This design comes from an exercise in tuning for small area and a short achievable clock period on the open sky130 flow, not from production work.
No run shown here included a check of the RTL's function; only the layout flow was run.
Power is estimated from default activity; no workload was simulated.

===== flow/design.v =====
module PE (
    input  wire               clk,
    input  wire               rst,
    input  wire               en,
    input  wire               mode_residual,
    input  wire signed [15:0] input_data,
    input  wire signed [15:0] weight_data,
    input  wire signed [15:0] residual_data,
    output reg  signed [15:0] output_data,
    output wire               input_sparse,
    output wire               weight_sparse,
    output wire               computation_skipped,
    output reg         [15:0] sparse_count,
    output reg         [15:0] total_count
);
    assign input_sparse  = (input_data[15:4] == 12'h000) |
                           ((input_data[15:4] == 12'hfff) & (input_data[3:0] != 4'h0));
    assign weight_sparse = (weight_data[15:4] == 12'h000) |
                           ((weight_data[15:4] == 12'hfff) & (weight_data[3:0] != 4'h0));
    assign computation_skipped = input_sparse | weight_sparse;
    wire mac = en & ~computation_skipped;
    reg  [15:0] acc;
    wire pp_0_0 = input_data[0] & weight_data[0];
    wire pp_0_1 = input_data[0] & weight_data[1];
    wire pp_0_2 = input_data[0] & weight_data[2];
    wire pp_0_3 = input_data[0] & weight_data[3];
    wire pp_0_4 = input_data[0] & weight_data[4];
    wire pp_0_5 = input_data[0] & weight_data[5];
    wire pp_0_6 = input_data[0] & weight_data[6];
    wire pp_0_7 = input_data[0] & weight_data[7];
    wire pp_0_8 = input_data[0] & weight_data[8];
    wire pp_0_9 = input_data[0] & weight_data[9];
    wire pp_0_10 = input_data[0] & weight_data[10];
    wire pp_0_11 = input_data[0] & weight_data[11];
    wire pp_0_12 = input_data[0] & weight_data[12];
    wire pp_0_13 = input_data[0] & weight_data[13];
    wire pp_0_14 = input_data[0] & weight_data[14];
    wire pp_0_15 = input_data[0] & weight_data[15];
    wire pp_1_0 = input_data[1] & weight_data[0];
    wire pp_1_1 = input_data[1] & weight_data[1];
    wire pp_1_2 = input_data[1] & weight_data[2];
    wire pp_1_3 = input_data[1] & weight_data[3];
    wire pp_1_4 = input_data[1] & weight_data[4];
    wire pp_1_5 = input_data[1] & weight_data[5];
    wire pp_1_6 = input_data[1] & weight_data[6];
    wire pp_1_7 = input_data[1] & weight_data[7];
    wire pp_1_8 = input_data[1] & weight_data[8];
    wire pp_1_9 = input_data[1] & weight_data[9];
    wire pp_1_10 = input_data[1] & weight_data[10];
    wire pp_1_11 = input_data[1] & weight_data[11];
    wire pp_1_12 = input_data[1] & weight_data[12];
    wire pp_1_13 = input_data[1] & weight_data[13];
    wire pp_1_14 = input_data[1] & weight_data[14];
    wire pp_2_0 = input_data[2] & weight_data[0];
    wire pp_2_1 = input_data[2] & weight_data[1];
    wire pp_2_2 = input_data[2] & weight_data[2];
    wire pp_2_3 = input_data[2] & weight_data[3];
    wire pp_2_4 = input_data[2] & weight_data[4];
    wire pp_2_5 = input_data[2] & weight_data[5];
    wire pp_2_6 = input_data[2] & weight_data[6];
    wire pp_2_7 = input_data[2] & weight_data[7];
    wire pp_2_8 = input_data[2] & weight_data[8];
    wire pp_2_9 = input_data[2] & weight_data[9];
    wire pp_2_10 = input_data[2] & weight_data[10];
    wire pp_2_11 = input_data[2] & weight_data[11];
    wire pp_2_12 = input_data[2] & weight_data[12];
    wire pp_2_13 = input_data[2] & weight_data[13];
    wire pp_3_0 = input_data[3] & weight_data[0];
    wire pp_3_1 = input_data[3] & weight_data[1];
    wire pp_3_2 = input_data[3] & weight_data[2];
    wire pp_3_3 = input_data[3] & weight_data[3];
    wire pp_3_4 = input_data[3] & weight_data[4];
    wire pp_3_5 = input_data[3] & weight_data[5];
    wire pp_3_6 = input_data[3] & weight_data[6];
    wire pp_3_7 = input_data[3] & weight_data[7];
    wire pp_3_8 = input_data[3] & weight_data[8];
    wire pp_3_9 = input_data[3] & weight_data[9];
    wire pp_3_10 = input_data[3] & weight_data[10];
    wire pp_3_11 = input_data[3] & weight_data[11];
    wire pp_3_12 = input_data[3] & weight_data[12];
    wire pp_4_0 = input_data[4] & weight_data[0];
    wire pp_4_1 = input_data[4] & weight_data[1];
    wire pp_4_2 = input_data[4] & weight_data[2];
    wire pp_4_3 = input_data[4] & weight_data[3];
    wire pp_4_4 = input_data[4] & weight_data[4];
    wire pp_4_5 = input_data[4] & weight_data[5];
    wire pp_4_6 = input_data[4] & weight_data[6];
    wire pp_4_7 = input_data[4] & weight_data[7];
    wire pp_4_8 = input_data[4] & weight_data[8];
    wire pp_4_9 = input_data[4] & weight_data[9];
    wire pp_4_10 = input_data[4] & weight_data[10];
    wire pp_4_11 = input_data[4] & weight_data[11];
    wire pp_5_0 = input_data[5] & weight_data[0];
    wire pp_5_1 = input_data[5] & weight_data[1];
    wire pp_5_2 = input_data[5] & weight_data[2];
    wire pp_5_3 = input_data[5] & weight_data[3];
    wire pp_5_4 = input_data[5] & weight_data[4];
    wire pp_5_5 = input_data[5] & weight_data[5];
    wire pp_5_6 = input_data[5] & weight_data[6];
    wire pp_5_7 = input_data[5] & weight_data[7];
    wire pp_5_8 = input_data[5] & weight_data[8];
    wire pp_5_9 = input_data[5] & weight_data[9];
    wire pp_5_10 = input_data[5] & weight_data[10];
    wire pp_6_0 = input_data[6] & weight_data[0];
    wire pp_6_1 = input_data[6] & weight_data[1];
    wire pp_6_2 = input_data[6] & weight_data[2];
    wire pp_6_3 = input_data[6] & weight_data[3];
    wire pp_6_4 = input_data[6] & weight_data[4];
    wire pp_6_5 = input_data[6] & weight_data[5];
    wire pp_6_6 = input_data[6] & weight_data[6];
    wire pp_6_7 = input_data[6] & weight_data[7];
    wire pp_6_8 = input_data[6] & weight_data[8];
    wire pp_6_9 = input_data[6] & weight_data[9];
    wire pp_7_0 = input_data[7] & weight_data[0];
    wire pp_7_1 = input_data[7] & weight_data[1];
    wire pp_7_2 = input_data[7] & weight_data[2];
    wire pp_7_3 = input_data[7] & weight_data[3];
    wire pp_7_4 = input_data[7] & weight_data[4];
    wire pp_7_5 = input_data[7] & weight_data[5];
    wire pp_7_6 = input_data[7] & weight_data[6];
    wire pp_7_7 = input_data[7] & weight_data[7];
    wire pp_7_8 = input_data[7] & weight_data[8];
    wire pp_8_0 = input_data[8] & weight_data[0];
    wire pp_8_1 = input_data[8] & weight_data[1];
    wire pp_8_2 = input_data[8] & weight_data[2];
    wire pp_8_3 = input_data[8] & weight_data[3];
    wire pp_8_4 = input_data[8] & weight_data[4];
    wire pp_8_5 = input_data[8] & weight_data[5];
    wire pp_8_6 = input_data[8] & weight_data[6];
    wire pp_8_7 = input_data[8] & weight_data[7];
    wire pp_9_0 = input_data[9] & weight_data[0];
    wire pp_9_1 = input_data[9] & weight_data[1];
    wire pp_9_2 = input_data[9] & weight_data[2];
    wire pp_9_3 = input_data[9] & weight_data[3];
    wire pp_9_4 = input_data[9] & weight_data[4];
    wire pp_9_5 = input_data[9] & weight_data[5];
    wire pp_9_6 = input_data[9] & weight_data[6];
    wire pp_10_0 = input_data[10] & weight_data[0];
    wire pp_10_1 = input_data[10] & weight_data[1];
    wire pp_10_2 = input_data[10] & weight_data[2];
    wire pp_10_3 = input_data[10] & weight_data[3];
    wire pp_10_4 = input_data[10] & weight_data[4];
    wire pp_10_5 = input_data[10] & weight_data[5];
    wire pp_11_0 = input_data[11] & weight_data[0];
    wire pp_11_1 = input_data[11] & weight_data[1];
    wire pp_11_2 = input_data[11] & weight_data[2];
    wire pp_11_3 = input_data[11] & weight_data[3];
    wire pp_11_4 = input_data[11] & weight_data[4];
    wire pp_12_0 = input_data[12] & weight_data[0];
    wire pp_12_1 = input_data[12] & weight_data[1];
    wire pp_12_2 = input_data[12] & weight_data[2];
    wire pp_12_3 = input_data[12] & weight_data[3];
    wire pp_13_0 = input_data[13] & weight_data[0];
    wire pp_13_1 = input_data[13] & weight_data[1];
    wire pp_13_2 = input_data[13] & weight_data[2];
    wire pp_14_0 = input_data[14] & weight_data[0];
    wire pp_14_1 = input_data[14] & weight_data[1];
    wire pp_15_0 = input_data[15] & weight_data[0];
    wire hs0, hc0;
    ha u_ha0 (.a(acc[12]), .b(pp_0_12), .s(hs0), .co(hc0));
    wire fs0, fc0;
    fa u_fa0 (.a(acc[13]), .b(pp_0_13), .c(pp_10_3), .s(fs0), .co(fc0));
    wire hs1, hc1;
    ha u_ha1 (.a(pp_11_2), .b(pp_12_1), .s(hs1), .co(hc1));
    wire fs1, fc1;
    fa u_fa1 (.a(acc[14]), .b(pp_0_14), .c(pp_10_4), .s(fs1), .co(fc1));
    wire fs2, fc2;
    fa u_fa2 (.a(pp_11_3), .b(pp_12_2), .c(pp_13_1), .s(fs2), .co(fc2));
    wire hs2, hc2;
    ha u_ha2 (.a(pp_14_0), .b(pp_1_13), .s(hs2), .co(hc2));
    wire fs3 = acc[15] ^ pp_0_15 ^ pp_10_5;
    wire fs4 = pp_11_4 ^ pp_12_3 ^ pp_13_2;
    wire fs5 = pp_14_1 ^ pp_15_0 ^ pp_1_14;
    wire hs3 = pp_2_13 ^ pp_3_12;
    wire hs4, hc4;
    ha u_ha4 (.a(acc[8]), .b(pp_0_8), .s(hs4), .co(hc4));
    wire fs6, fc6;
    fa u_fa6 (.a(acc[9]), .b(pp_0_9), .c(pp_1_8), .s(fs6), .co(fc6));
    wire hs5, hc5;
    ha u_ha5 (.a(pp_2_7), .b(pp_3_6), .s(hs5), .co(hc5));
    wire fs7, fc7;
    fa u_fa7 (.a(acc[10]), .b(pp_0_10), .c(pp_10_0), .s(fs7), .co(fc7));
    wire fs8, fc8;
    fa u_fa8 (.a(pp_1_9), .b(pp_2_8), .c(pp_3_7), .s(fs8), .co(fc8));
    wire hs6, hc6;
    ha u_ha6 (.a(pp_4_6), .b(pp_5_5), .s(hs6), .co(hc6));
    wire fs9, fc9;
    fa u_fa9 (.a(acc[11]), .b(pp_0_11), .c(pp_10_1), .s(fs9), .co(fc9));
    wire fs10, fc10;
    fa u_fa10 (.a(pp_11_0), .b(pp_1_10), .c(pp_2_9), .s(fs10), .co(fc10));
    wire fs11, fc11;
    fa u_fa11 (.a(pp_3_8), .b(pp_4_7), .c(pp_5_6), .s(fs11), .co(fc11));
    wire hs7, hc7;
    ha u_ha7 (.a(pp_6_5), .b(pp_7_4), .s(hs7), .co(hc7));
    wire fs12, fc12;
    fa u_fa12 (.a(pp_10_2), .b(pp_11_1), .c(pp_12_0), .s(fs12), .co(fc12));
    wire fs13, fc13;
    fa u_fa13 (.a(pp_1_11), .b(pp_2_10), .c(pp_3_9), .s(fs13), .co(fc13));
    wire fs14, fc14;
    fa u_fa14 (.a(pp_4_8), .b(pp_5_7), .c(pp_6_6), .s(fs14), .co(fc14));
    wire fs15, fc15;
    fa u_fa15 (.a(pp_7_5), .b(pp_8_4), .c(pp_9_3), .s(fs15), .co(fc15));
    wire fs16, fc16;
    fa u_fa16 (.a(pp_13_0), .b(pp_1_12), .c(pp_2_11), .s(fs16), .co(fc16));
    wire fs17, fc17;
    fa u_fa17 (.a(pp_3_10), .b(pp_4_9), .c(pp_5_8), .s(fs17), .co(fc17));
    wire fs18, fc18;
    fa u_fa18 (.a(pp_6_7), .b(pp_7_6), .c(pp_8_5), .s(fs18), .co(fc18));
    wire fs19, fc19;
    fa u_fa19 (.a(pp_9_4), .b(hc0), .c(hs1), .s(fs19), .co(fc19));
    wire fs20, fc20;
    fa u_fa20 (.a(pp_2_12), .b(pp_3_11), .c(pp_4_10), .s(fs20), .co(fc20));
    wire fs21, fc21;
    fa u_fa21 (.a(pp_5_9), .b(pp_6_8), .c(pp_7_7), .s(fs21), .co(fc21));
    wire fs22, fc22;
    fa u_fa22 (.a(pp_8_6), .b(pp_9_5), .c(hc1), .s(fs22), .co(fc22));
    wire fs23, fc23;
    fa u_fa23 (.a(hs2), .b(fc0), .c(fs1), .s(fs23), .co(fc23));
    wire fs24 = pp_4_11 ^ pp_5_10 ^ pp_6_9;
    wire fs25 = pp_7_8 ^ pp_8_7 ^ pp_9_6;
    wire fs26 = hc2 ^ hs3 ^ fc1;
    wire fs27 = fc2 ^ fs3 ^ fs4;
    wire hs8, hc8;
    ha u_ha8 (.a(acc[5]), .b(pp_0_5), .s(hs8), .co(hc8));
    wire fs28, fc28;
    fa u_fa28 (.a(acc[6]), .b(pp_0_6), .c(pp_1_5), .s(fs28), .co(fc28));
    wire hs9, hc9;
    ha u_ha9 (.a(pp_2_4), .b(pp_3_3), .s(hs9), .co(hc9));
    wire fs29, fc29;
    fa u_fa29 (.a(acc[7]), .b(pp_0_7), .c(pp_1_6), .s(fs29), .co(fc29));
    wire fs30, fc30;
    fa u_fa30 (.a(pp_2_5), .b(pp_3_4), .c(pp_4_3), .s(fs30), .co(fc30));
    wire hs10, hc10;
    ha u_ha10 (.a(pp_5_2), .b(pp_6_1), .s(hs10), .co(hc10));
    wire fs31, fc31;
    fa u_fa31 (.a(pp_1_7), .b(pp_2_6), .c(pp_3_5), .s(fs31), .co(fc31));
    wire fs32, fc32;
    fa u_fa32 (.a(pp_4_4), .b(pp_5_3), .c(pp_6_2), .s(fs32), .co(fc32));
    wire fs33, fc33;
    fa u_fa33 (.a(pp_7_1), .b(pp_8_0), .c(hs4), .s(fs33), .co(fc33));
    wire fs34, fc34;
    fa u_fa34 (.a(pp_4_5), .b(pp_5_4), .c(pp_6_3), .s(fs34), .co(fc34));
    wire fs35, fc35;
    fa u_fa35 (.a(pp_7_2), .b(pp_8_1), .c(pp_9_0), .s(fs35), .co(fc35));
    wire fs36, fc36;
    fa u_fa36 (.a(hc4), .b(hs5), .c(fs6), .s(fs36), .co(fc36));
    wire fs37, fc37;
    fa u_fa37 (.a(pp_6_4), .b(pp_7_3), .c(pp_8_2), .s(fs37), .co(fc37));
    wire fs38, fc38;
    fa u_fa38 (.a(pp_9_1), .b(hc5), .c(hs6), .s(fs38), .co(fc38));
    wire fs39, fc39;
    fa u_fa39 (.a(fc6), .b(fs7), .c(fs8), .s(fs39), .co(fc39));
    wire fs40, fc40;
    fa u_fa40 (.a(pp_8_3), .b(pp_9_2), .c(hc6), .s(fs40), .co(fc40));
    wire fs41, fc41;
    fa u_fa41 (.a(hs7), .b(fc7), .c(fc8), .s(fs41), .co(fc41));
    wire fs42, fc42;
    fa u_fa42 (.a(fs10), .b(fs11), .c(fs9), .s(fs42), .co(fc42));
    wire fs43, fc43;
    fa u_fa43 (.a(hc7), .b(hs0), .c(fc10), .s(fs43), .co(fc43));
    wire fs44, fc44;
    fa u_fa44 (.a(fc11), .b(fc9), .c(fs12), .s(fs44), .co(fc44));
    wire fs45, fc45;
    fa u_fa45 (.a(fs13), .b(fs14), .c(fs15), .s(fs45), .co(fc45));
    wire fs46, fc46;
    fa u_fa46 (.a(fc12), .b(fc13), .c(fc14), .s(fs46), .co(fc46));
    wire fs47, fc47;
    fa u_fa47 (.a(fc15), .b(fs0), .c(fs16), .s(fs47), .co(fc47));
    wire fs48, fc48;
    fa u_fa48 (.a(fs17), .b(fs18), .c(fs19), .s(fs48), .co(fc48));
    wire fs49, fc49;
    fa u_fa49 (.a(fc16), .b(fc17), .c(fc18), .s(fs49), .co(fc49));
    wire fs50, fc50;
    fa u_fa50 (.a(fs2), .b(fs20), .c(fs21), .s(fs50), .co(fc50));
    wire fs51, fc51;
    fa u_fa51 (.a(fc19), .b(fs22), .c(fs23), .s(fs51), .co(fc51));
    wire fs52 = fc20 ^ fc21 ^ fs24;
    wire fs53 = fs25 ^ fs5 ^ fc22;
    wire fs54 = fc23 ^ fs26 ^ fs27;
    wire hs11, hc11;
    ha u_ha11 (.a(acc[3]), .b(pp_0_3), .s(hs11), .co(hc11));
    wire fs55, fc55;
    fa u_fa55 (.a(acc[4]), .b(pp_0_4), .c(pp_1_3), .s(fs55), .co(fc55));
    wire hs12, hc12;
    ha u_ha12 (.a(pp_2_2), .b(pp_3_1), .s(hs12), .co(hc12));
    wire fs56, fc56;
    fa u_fa56 (.a(pp_1_4), .b(pp_2_3), .c(pp_3_2), .s(fs56), .co(fc56));
    wire fs57, fc57;
    fa u_fa57 (.a(pp_4_1), .b(pp_5_0), .c(hs8), .s(fs57), .co(fc57));
    wire fs58, fc58;
    fa u_fa58 (.a(pp_4_2), .b(pp_5_1), .c(pp_6_0), .s(fs58), .co(fc58));
    wire fs59, fc59;
    fa u_fa59 (.a(hc8), .b(hs9), .c(fs28), .s(fs59), .co(fc59));
    wire fs60, fc60;
    fa u_fa60 (.a(pp_7_0), .b(hc9), .c(hs10), .s(fs60), .co(fc60));
    wire fs61, fc61;
    fa u_fa61 (.a(fc28), .b(fs29), .c(fs30), .s(fs61), .co(fc61));
    wire fs62, fc62;
    fa u_fa62 (.a(hc10), .b(fc29), .c(fc30), .s(fs62), .co(fc62));
    wire fs63, fc63;
    fa u_fa63 (.a(fs31), .b(fs32), .c(fs33), .s(fs63), .co(fc63));
    wire fs64, fc64;
    fa u_fa64 (.a(fc31), .b(fc32), .c(fs34), .s(fs64), .co(fc64));
    wire fs65, fc65;
    fa u_fa65 (.a(fs35), .b(fc33), .c(fs36), .s(fs65), .co(fc65));
    wire fs66, fc66;
    fa u_fa66 (.a(fc34), .b(fc35), .c(fs37), .s(fs66), .co(fc66));
    wire fs67, fc67;
    fa u_fa67 (.a(fs38), .b(fc36), .c(fs39), .s(fs67), .co(fc67));
    wire fs68, fc68;
    fa u_fa68 (.a(fc37), .b(fc38), .c(fs40), .s(fs68), .co(fc68));
    wire fs69, fc69;
    fa u_fa69 (.a(fc39), .b(fs41), .c(fs42), .s(fs69), .co(fc69));
    wire fs70, fc70;
    fa u_fa70 (.a(fc40), .b(fc41), .c(fc42), .s(fs70), .co(fc70));
    wire fs71, fc71;
    fa u_fa71 (.a(fs43), .b(fs44), .c(fs45), .s(fs71), .co(fc71));
    wire fs72, fc72;
    fa u_fa72 (.a(fc43), .b(fc44), .c(fc45), .s(fs72), .co(fc72));
    wire fs73, fc73;
    fa u_fa73 (.a(fs46), .b(fs47), .c(fs48), .s(fs73), .co(fc73));
    wire fs74, fc74;
    fa u_fa74 (.a(fc46), .b(fc47), .c(fs49), .s(fs74), .co(fc74));
    wire fs75, fc75;
    fa u_fa75 (.a(fs50), .b(fc48), .c(fs51), .s(fs75), .co(fc75));
    wire fs76 = fc49 ^ fc50 ^ fs52;
    wire fs77 = fs53 ^ fc51 ^ fs54;
    wire hs13, hc13;
    ha u_ha13 (.a(acc[2]), .b(pp_0_2), .s(hs13), .co(hc13));
    wire fs78, fc78;
    fa u_fa78 (.a(pp_1_2), .b(pp_2_1), .c(pp_3_0), .s(fs78), .co(fc78));
    wire fs79, fc79;
    fa u_fa79 (.a(pp_4_0), .b(hc11), .c(hs12), .s(fs79), .co(fc79));
    wire fs80, fc80;
    fa u_fa80 (.a(hc12), .b(fc55), .c(fs56), .s(fs80), .co(fc80));
    wire fs81, fc81;
    fa u_fa81 (.a(fc56), .b(fs58), .c(fc57), .s(fs81), .co(fc81));
    wire fs82, fc82;
    fa u_fa82 (.a(fc58), .b(fs60), .c(fc59), .s(fs82), .co(fc82));
    wire fs83, fc83;
    fa u_fa83 (.a(fc60), .b(fc61), .c(fs62), .s(fs83), .co(fc83));
    wire fs84, fc84;
    fa u_fa84 (.a(fc62), .b(fs64), .c(fc63), .s(fs84), .co(fc84));
    wire fs85, fc85;
    fa u_fa85 (.a(fc64), .b(fs66), .c(fc65), .s(fs85), .co(fc85));
    wire fs86, fc86;
    fa u_fa86 (.a(fc66), .b(fs68), .c(fc67), .s(fs86), .co(fc86));
    wire fs87, fc87;
    fa u_fa87 (.a(fc68), .b(fs70), .c(fc69), .s(fs87), .co(fc87));
    wire fs88, fc88;
    fa u_fa88 (.a(fc70), .b(fs72), .c(fc71), .s(fs88), .co(fc88));
    wire fs89, fc89;
    fa u_fa89 (.a(fc72), .b(fs74), .c(fc73), .s(fs89), .co(fc89));
    wire fs90 = fc74 ^ fs76 ^ fc75;
    wire hs14, hc14;
    ha u_ha14 (.a(acc[1]), .b(pp_0_1), .s(hs14), .co(hc14));
    wire fs91, fc91;
    fa u_fa91 (.a(pp_1_1), .b(pp_2_0), .c(hs13), .s(fs91), .co(fc91));
    wire fs92, fc92;
    fa u_fa92 (.a(hc13), .b(hs11), .c(fs78), .s(fs92), .co(fc92));
    wire fs93, fc93;
    fa u_fa93 (.a(fc78), .b(fs55), .c(fs79), .s(fs93), .co(fc93));
    wire fs94, fc94;
    fa u_fa94 (.a(fc79), .b(fs57), .c(fs80), .s(fs94), .co(fc94));
    wire fs95, fc95;
    fa u_fa95 (.a(fc80), .b(fs59), .c(fs81), .s(fs95), .co(fc95));
    wire fs96, fc96;
    fa u_fa96 (.a(fs61), .b(fc81), .c(fs82), .s(fs96), .co(fc96));
    wire fs97, fc97;
    fa u_fa97 (.a(fs63), .b(fc82), .c(fs83), .s(fs97), .co(fc97));
    wire fs98, fc98;
    fa u_fa98 (.a(fc83), .b(fs65), .c(fs84), .s(fs98), .co(fc98));
    wire fs99, fc99;
    fa u_fa99 (.a(fs67), .b(fc84), .c(fs85), .s(fs99), .co(fc99));
    wire fs100, fc100;
    fa u_fa100 (.a(fs69), .b(fc85), .c(fs86), .s(fs100), .co(fc100));
    wire fs101, fc101;
    fa u_fa101 (.a(fs71), .b(fc86), .c(fs87), .s(fs101), .co(fc101));
    wire fs102, fc102;
    fa u_fa102 (.a(fs73), .b(fc87), .c(fs88), .s(fs102), .co(fc102));
    wire fs103, fc103;
    fa u_fa103 (.a(fc88), .b(fs75), .c(fs89), .s(fs103), .co(fc103));
    wire fs104 = fs77 ^ fc89 ^ fs90;
    wire [15:0] row0 = {fc103, fc102, fc101, fc100, fc99, fc98, fc97, fc96, fc95, fc94, fc93, fc92, fc91, hc14, pp_1_0, acc[0]};
    wire [15:0] row1 = {fs104, fs103, fs102, fs101, fs100, fs99, fs98, fs97, fs96, fs95, fs94, fs93, fs92, fs91, hs14, pp_0_0};
    wire [15:0] acc_nx = row0 + row1;
    always @(posedge clk or posedge rst) begin
        if (rst) begin
            acc <= 16'd0;
            output_data <= 16'd0;
            sparse_count <= 16'd0;
            total_count <= 16'd0;
        end else begin
            total_count  <= total_count + {15'd0, en};
            sparse_count <= sparse_count + {15'd0, en & computation_skipped};
            if (mac) acc <= acc_nx;
            if (en) output_data <= acc + (mode_residual ? residual_data : 16'd0);
        end
    end
endmodule
module fa (input wire a, input wire b, input wire c, output wire s, output wire co);
    assign s = a ^ b ^ c;
    assign co = (a & b) | (a & c) | (b & c);
endmodule
module bsel (input wire one, input wire two, input wire neg, input wire a1, input wire a0, output wire p);
    assign p = ((one & a1) | (two & a0)) ^ neg;
endmodule
module ha (input wire a, input wire b, output wire s, output wire co);
    assign s = a ^ b;
    assign co = a & b;
endmodule

===== flow/flow/run.sh =====
#!/bin/bash
# Standard ORFS layout, with port buffers of the smallest buffer cell
# (instead of buffer_ports' default pick, clkdlybuf4s50_1).
set -euo pipefail
export BUFFER_PORTS_ARGS="-buffer_cell sky130_fd_sc_hd__buf_1"
bash standard.sh finish > standard_flow.log 2>&1

===== flow/standard.sh =====
#!/bin/bash
# synth_recipe.tcl (not shown) runs the flow's synth.tcl, then flattens the netlist and writes it again
# the make line also repeats each setting of config.mk as NAME=value (left out here)
make -C /OpenROAD-flow-scripts/flow DESIGN_CONFIG=/design/flow/config.mk WORK_HOME=/design/flow/orfs CLKGATE_MAP_FILE= SYNTH_SCRIPT=/design/flow/synth_recipe.tcl "${@:-finish}"

===== flow/config.mk =====
export PLATFORM = sky130hd
export DESIGN_NAME = PE
export DESIGN_NICKNAME = PE
export VERILOG_FILES = /design/flow/design.v
export SDC_FILE = /design/flow/constraint.sdc
export NUM_CORES = 4
export LEC_CHECK = 0
export CAP_MARGIN = 20
export CORE_MARGIN = 2
export CORE_UTILIZATION = 40
export PLACE_DENSITY = 0.6
export SETUP_SLACK_MARGIN = 2
export SLEW_MARGIN = 20
export SYNTH_HIERARCHICAL = 1
export SYNTH_MINIMUM_KEEP_SIZE = 0

===== flow/constraint.sdc =====
create_clock -name core_clock -period 8.0 [get_ports {clk}]
set_input_delay 1.6000 -clock core_clock [delete_from_list [all_inputs] [get_ports {clk}]]
set_output_delay 1.6000 -clock core_clock [all_outputs]
set_load 0.01 [all_outputs]

==> results of run 1 <==
[Yosys cell counts (all sizes together), types with 3 or more instances]
library cell	number	area, sq um
a21o	5	37.5
nor3b	4	30.0
nand4	13	81.3
a21oi	19	95.1
nand3	10	50.1
and3	9	56.3
nor2b	6	37.5
inv	14	52.6
a31oi	6	37.5
o21a	6	45.0
or3	3	23.8
nand2	62	233
buf	3	13.8
nand2b	3	18.8
xnor2	53	464
ha	48	601
nor4	10	62.6
nor3	5	25.0
mux2	10	113
mux2i	4	40.0
dfrtp	64	1600
nor2	29	109
xor2	25	219
o21ai	30	150
and2	138	863
clkbuf	21	80.1
or2	5	33.8
fa	93	1860
[layout by cell type (no fill, tap or decap), drive strengths merged, types with 3 or more instances in the layout]
cell type,synthesis,layout
xor2,25,25
bufinv,0,3
a21oi,19,19
nor3,5,5
nor3b,4,4
inv,14,15
and2,138,138
dfrtp,64,64
nor2,29,29
nand3,10,10
a21o,5,5
nand2,62,62
xnor2,53,53
fa,93,93
nor2b,6,6
or2,5,5
ha,48,48
a31oi,6,6
buf,3,94
mux2,10,10
or3,3,3
nand4,13,13
o21a,6,6
nor4,10,10
and3,9,9
clkbuf,21,19
o21ai,30,30
nand2b,3,3
mux2i,4,4
[modules after synthesis, one instance, submodules excluded]
module  flops+latches  cells
PE                 64    615
ha                  0      1
fa                  0      1
[final cells by class]
class                      instances  area share
multi-input combinational        618       0.671
sequential                        64       0.195
timing repair buffer             104      0.0501
tap                              229      0.0349
clock buffer                       9      0.0275
clock inverter                     7      0.0145
inverter                          14     0.00641
[worst max-delay path, stage by stage]
cell	delay, ns
buf_1	0.48
and2_1	0.24
fa_1	0.43
fa_1	0.42
fa_1	0.46
fa_1	0.53
fa_1	0.41
ha_1	0.34
and3_1	0.23
a21o_1	0.17
a31oi_1	0.21
o21ai_0	0.15
xnor2_1	0.17
o21ai_1	0.07
[power groups by stage]
stage / clock (mW) / sequential, mW / combinational, mW
floorplan: 0 / 0.542 / 1.98
global placement: 0 / 0.542 / 2.50
detailed placement: 0 / 0.545 / 2.52
CTS: 0.460 / 0.540 / 2.54
global route: 0.476 / 0.557 / 2.84
finish: 0.452 / 0.538 / 2.51
[through the flow]
step                hold slack, ns   util
floorplan                    0.484      -
global placement             0.457  0.438
detailed placement           0.463  0.438
CTS                          0.474  0.457
global route                 0.476  0.458
finish                       0.470  0.458
[worst min-delay path by stage]
stage / depth (start not counted) / from / to
after floorplan: 2 / acc[12] / acc[12]
after global placement: 1 / sparse_count[15] / sparse_count[15]
after detailed placement: 1 / total_count[15] / total_count[15]
after CTS: 1 / total_count[15] / total_count[15]
after global routing: 1 / total_count[15] / total_count[15]
final: 1 / total_count[15] / total_count[15]
[sequential cells by signal (all words and copies together), names as in the netlist]
signal / flops
output_data: 16
sparse_count: 16
acc: 16
total_count: 16
[logic make-up after synthesis]
group	after synthesis
flip-flops	64
AO/OA/AOI/OAI	85
AND/OR/NAND/NOR	299
multiplexers	14
adder cells (fa/ha/maj)	141
buffers and inverters	38
XOR/XNOR	79
[metal layers]
layer  GRT usage  up-vias
met5           0        -
met4      0.0505        0
li1            -     2589
met3      0.0331       27
met1       0.275     2606
met2       0.283      145
==> results.cfg, run 1 <==
[outcome]
status = no timing/DRC/antenna violations

[clocking]
root_buffer = clkbuf_16
cts_max_path_buffers = 2
cts_resized = 0
clkTransAtPathRegs_ns = 0.05
h-tree-depth = 3
hold_buffers = 0
cts_tree = yes
cts_setup_buffers = 0
cts_num_sinks = 64
numCtsBuffers = 9
clkLatencyLatePin_ns = 0.33

[detailed_routing]
top_layer = met4
dr_wl_met3_um = 953
met2_length_mm = 7.88
routed_wl_mm = 17.5
avgViaCountPerCell = 5.14
wl_per_cell_um = 16.8
ant_nets = 0
first_pass_iters = 5
drtIter0Drc = 292
wl_met1_mm = 8.42
routed-via-count = 5367
drcViolationCount = 0

[power]
netSwitchingFraction = 0.443
power.leakage_nw = 3.64
finalPower_mw = 3.50
seqPwrFrac = 0.154
p_clk_frac = 0.129
internal_power_mw = 1.95
powerDensity_nw_per_um2 = 427
switching_power_mw = 1.55
ir_drop_mv = 0.229
pwr-share-comb = 0.718

[timing]
tns_ns = 0
tightest_slew_ns = 0.995
period_needed_ns = 5.75
rsz0062_at_grt = false
min_period_over_period = 0.719
layout_setup_ws_ns = 2.25
clock_skew_ns = 0.00396
max_freq_ghz = 0.174
finalMaxSlewViolations = 0
finalSetupViolations = 0
slew_headroom = 0.335
hold_viol = 0

[logic_synthesis]
synth_area_per_cell_sq_um = 10.1
synth_fa_ha_area_frac = 0.340
syn_inst = 720
synthXorXnorAreaFrac = 0.0973
synth-compound-area-share = 0.0747
syn_nets = 913
async_flop_share = 1.00
yosys.area_share.simple = 0.226
synthesis.area_sq_um = 7250
synthFlopType = dfrtp_1
ys_warn_count = 7
synth_cell_type_count = 51
ys_ff_latch = 64
synthMuxAreaShare = 0.0210
synth_top_family_by_area = adder cells
ys_seq_area_frac = 0.221
synth-edff-count = 0

[worst_setup_path]
rr_startpoint = acc[12]
r2r_cells = 13
crit_fanout = 13
arrival_ns = 5.93
startpoint = input_data[5]
worstPathRequired_ns = 8.18
cp-end-kind = register
r2r-end = acc[15]
endpoint = acc[15]
worstSetupPathType = in2reg
start_kind = input port
ff2ff_setup_slack_ns = 3.65

[placed_design]
port_buffers = 102
dp_hpwl_mm = 13.5
place_ws_ns = 1.76
gp_congestion = 0.876
placed_area_sq_um = 7840
numPlacedInstances = 1029

[layout]
n_antenna_cell = 0
multi_input_area_sq_um = 5500
drive_above_1_share = 0.0613
final_area_sq_um = 8200
fin_cells = 1045
syn_to_final_growth_pct = 13.1
nets = 1004
fill_cells = 1729
seq_area_sq_um = 1600

[hold_path]
hold_path_class = reg2reg

[die]
fp-row-count = 49
fp.coreArea_sq_um = 17900
ios = 103
die_h_um = 139
die_w_um = 139
dieArea_sq_um = 19200
initial_utilization = 0.405

[global_route]
grt_pass1_wl_mm = 28.8
grt_start_max_net_pins = 59
gr-usage-all-layers = 0.186
antenna_found_initial = 0
grt_pass1_vias = 5395
grt_remaining_overflow = 0

[flow_run]
cap_violations = 0
==> run 2: changes to the inputs <==
--- a/flow/config.mk
+++ b/flow/config.mk
@@ -11,3 +11,3 @@
 export PLACE_DENSITY = 0.6
-export SETUP_SLACK_MARGIN = 2
+export SETUP_SLACK_MARGIN = 3
 export SLEW_MARGIN = 20
==> results.cfg, run 2 <==
[timing]
hold_viol = 0
slew_headroom = 0.461
layout_setup_ws_ns = 2.74
finalMaxSlewViolations = 0
period_needed_ns = 5.26
tightest_slew_ns = 0.809
min_period_over_period = 0.658
clock_skew_ns = 0.00744
timing.hold.ws_ns = 0.467
max_freq_ghz = 0.190
tns_ns = 0
finalSetupViolations = 0
rsz0062_at_grt = true

[power]
p_clk_frac = 0.101
pwr-share-comb = 0.769
finalPower_mw = 4.18
power.leakage_nw = 3.81
ir_drop_mv = 0.272
switching_power_mw = 1.82
seqPwrFrac = 0.130
internal_power_mw = 2.36
powerDensity_nw_per_um2 = 481
netSwitchingFraction = 0.435

[die]
fp.coreArea_sq_um = 17900
ios = 103
initial_utilization = 0.405
die_w_um = 139
fp-row-count = 49
die_h_um = 139
dieArea_sq_um = 19200

[detailed_routing]
drtIter0Drc = 237
first_pass_iters = 5
wl_per_cell_um = 17.1
routed-via-count = 5488
drcViolationCount = 0
routed_wl_mm = 18.0
ant_nets = 0
avgViaCountPerCell = 5.20

[worst_setup_path]
start_kind = input port
worstPathRequired_ns = 8.20
endpoint = acc[15]
rr_startpoint = acc[14]
arrival_ns = 5.46
r2r_cells = 12
crit_fanout = 2
ff2ff_setup_slack_ns = 3.84
startpoint = input_data[12]
r2r-end = acc[15]
cp-end-kind = register
worstSetupPathType = in2reg

[layout]
layout_commonest_cell = and2_1
fill_cells = 1696
n_antenna_cell = 0
syn_to_final_growth_pct = 19.7
fin_cells = 1056
final_area_sq_um = 8680
drive_above_1_share = 0.145
post-route-util = 0.485
final_cell_mix = and2_1, fa_1, buf_1
nets = 1016

[clocking]
cts_num_sinks = 64
clkTransAtPathRegs_ns = 0.05
clkLatencyLatePin_ns = 0.33
h-tree-depth = 3
numCtsBuffers = 9
cts_max_path_buffers = 2
cts_tree = yes
root_buffer = clkbuf_16

[logic_synthesis]
synthTopCellsByCount = and2_1, fa_1, dfrtp_1
synth_cell_type_count = 51
synthFlopType = dfrtp_1
synth-edff-count = 0
async_flop_share = 1.00
synth_area_per_cell_sq_um = 10.1
yosysTopAreaCellShare = 0.257
synthesis.area_sq_um = 7250
ys_seq_area_frac = 0.221
ys_ff_latch = 64
yosysMostFrequentCell = and2_1
synth_area_leaders = fa_1, dfrtp_1, and2_1
syn_inst = 720
yosysTopAreaCell = fa_1
ys_warn_count = 7
syn_nets = 913

[placed_design]
numPlacedInstances = 1029
dp_hpwl_mm = 13.7
port_buffers = 102
place_ws_ns = 1.97
placed_area_sq_um = 7930
gp_congestion = 0.831

[global_route]
grt_pass1_vias = 5657
grt_use_met1 = 0.277
grt_pass1_wl_mm = 29.9
grt_start_max_net_pins = 65
gr-usage-met3 = 0.0269
antenna_found_initial = 0
gr-usage-all-layers = 0.193
grt_remaining_overflow = 0
met2_usage = 0.313
grt-busiest-layer = met2

[hold_path]
hold_path_class = reg2reg

[outcome]
status = no timing/DRC/antenna violations

[flow_run]
cap_violations = 0
-- run 2: changes by cell type in the layout (fill, tap and decap cells not counted), sizes merged --
| cell | before | now |
|---|---|---|
| clkinvlp | 2 | 0 |
| inv | 15 | 14 |
| bufinv | 3 | 2 |
| buf | 94 | 113 |
| clkbuf | 19 | 15 |
-- run 2: cells by family after synthesis --
group,count (synthesis),share of synthesized area
buffers and inverters,38,0.0202
DFF,64,0.221
and+or+nand+nor,299,0.226
muxes,14,0.0210
AOI/OAI and AO/OA,85,0.0747
adders and majority gates,141,0.340
xor gates and xnor gates,79,0.0973
-- run 2: worst min-delay path by stage --
stage                           startpoint               end  slack [ns]  cells after the start
after floorplan                    acc[12]           acc[12]        0.48                      2
after global placement     total_count[15]   total_count[15]        0.46                      1
after detailed placement  sparse_count[15]  sparse_count[15]        0.47                      1
after CTS                 sparse_count[15]  sparse_count[15]        0.48                      1
after global routing       total_count[15]   total_count[15]        0.49                      1
final                      total_count[15]   total_count[15]        0.47                      1
-- run 2: area by class of cell --
| class | count | area (sq um) | share of cell area |
|---|---|---|---|
| Clock buffer | 12 | 256 | 0.0295 |
| Clock inverter | 3 | 65.1 | 0.00749 |
| Inverter | 14 | 52.6 | 0.00605 |
| Multi-Input combinational cell | 618 | 5740 | 0.661 |
| Sequential cell | 64 | 1600 | 0.184 |
| Tap cell | 229 | 287 | 0.0330 |
| Timing Repair Buffer | 116 | 679 | 0.0782 |
-- run 2: worst max-delay path, stage by stage --
cell     delay, ns
buf_8         0.10
and2_4        0.15
ha_4          0.23
fa_1          0.54
fa_1          0.44
fa_2          0.37
fa_1          0.47
fa_2          0.39
xnor2_2       0.15
xnor2_1       0.13
xnor2_1       0.14
xnor2_1       0.24
xnor3_1       0.27
xnor2_1       0.16
o21ai_1       0.07
-- run 2: per-layer routing --
layer / wire length [um] / part of all wire
met1: 8460 / 0.47
met2: 8260 / 0.46
met3: 1020 / 0.057
met4: 269 / 0.015
met5: 0 / 0
-- run 2: modules after synthesis (local to each module, per instance) --
module	flops+latches	cell area, sq um
fa	0	20.0
PE	64	5260
ha	0	12.5
-- run 2: timing repair --
| item | CTS | global route |
|---|---|---|
| hold buffers | 0 | 0 |
| gates resized for setup | 91 | 17 |
| buffers inserted | 12 | 0 |
| cloned | 0 | 0 |
| setup endpoints to repair | 7 | 6 |
| pin swaps | 34 | 8 |
-- run 2: power groups by stage --
stage	registers [mW]	clock network [mW]	logic, mW
final	0.543	0.422	3.21
after floorplan	0.542	0	2.15
after global placement	0.548	0	2.70
after global routing	0.561	0.449	3.57
after detailed placement	0.549	0	2.75
after CTS	0.545	0.433	3.07

## afterwards: timing with drivers on the ports
In the flow no input, the clock included, has a driving cell. The finished layouts below were timed again as built, in two steps.
Step 1: set_driving_cell puts a clkbuf_16 on clk and a buf_2 on each other input, an assumption about the parent block.
Step 2 adds t to the input delays and takes it off the output delays; t is the mean of the earliest and latest rising clock arrival at the registers after step 1. Input paths then give back, and output paths get back, about the clock's delay inside the block.
Slacks: no drivers / after step 1 / after step 2; pairs: no drivers / after step 1.
| run | t, ns | setup WS [ns] | worst hold slack (ns) | clock arrival spread, ns | cell pins on the clock port's net |
|---|---|---|---|---|---|
| run 1 | 0.363 | 2.247 / 2.259 / 1.896 | 0.470 / 0.470 / 0.470 | 0.004 / 0.004 | 1 |
| run 2 | 0.363 | 2.735 / 2.725 / 2.361 | 0.467 / 0.467 / 0.467 | 0.009 / 0.009 | 1 |
After both steps setup and hold are still met in every run listed. The setup slack of run 2, which loses most, moves by -0.010 ns with the drivers and by -0.374 ns with both steps.
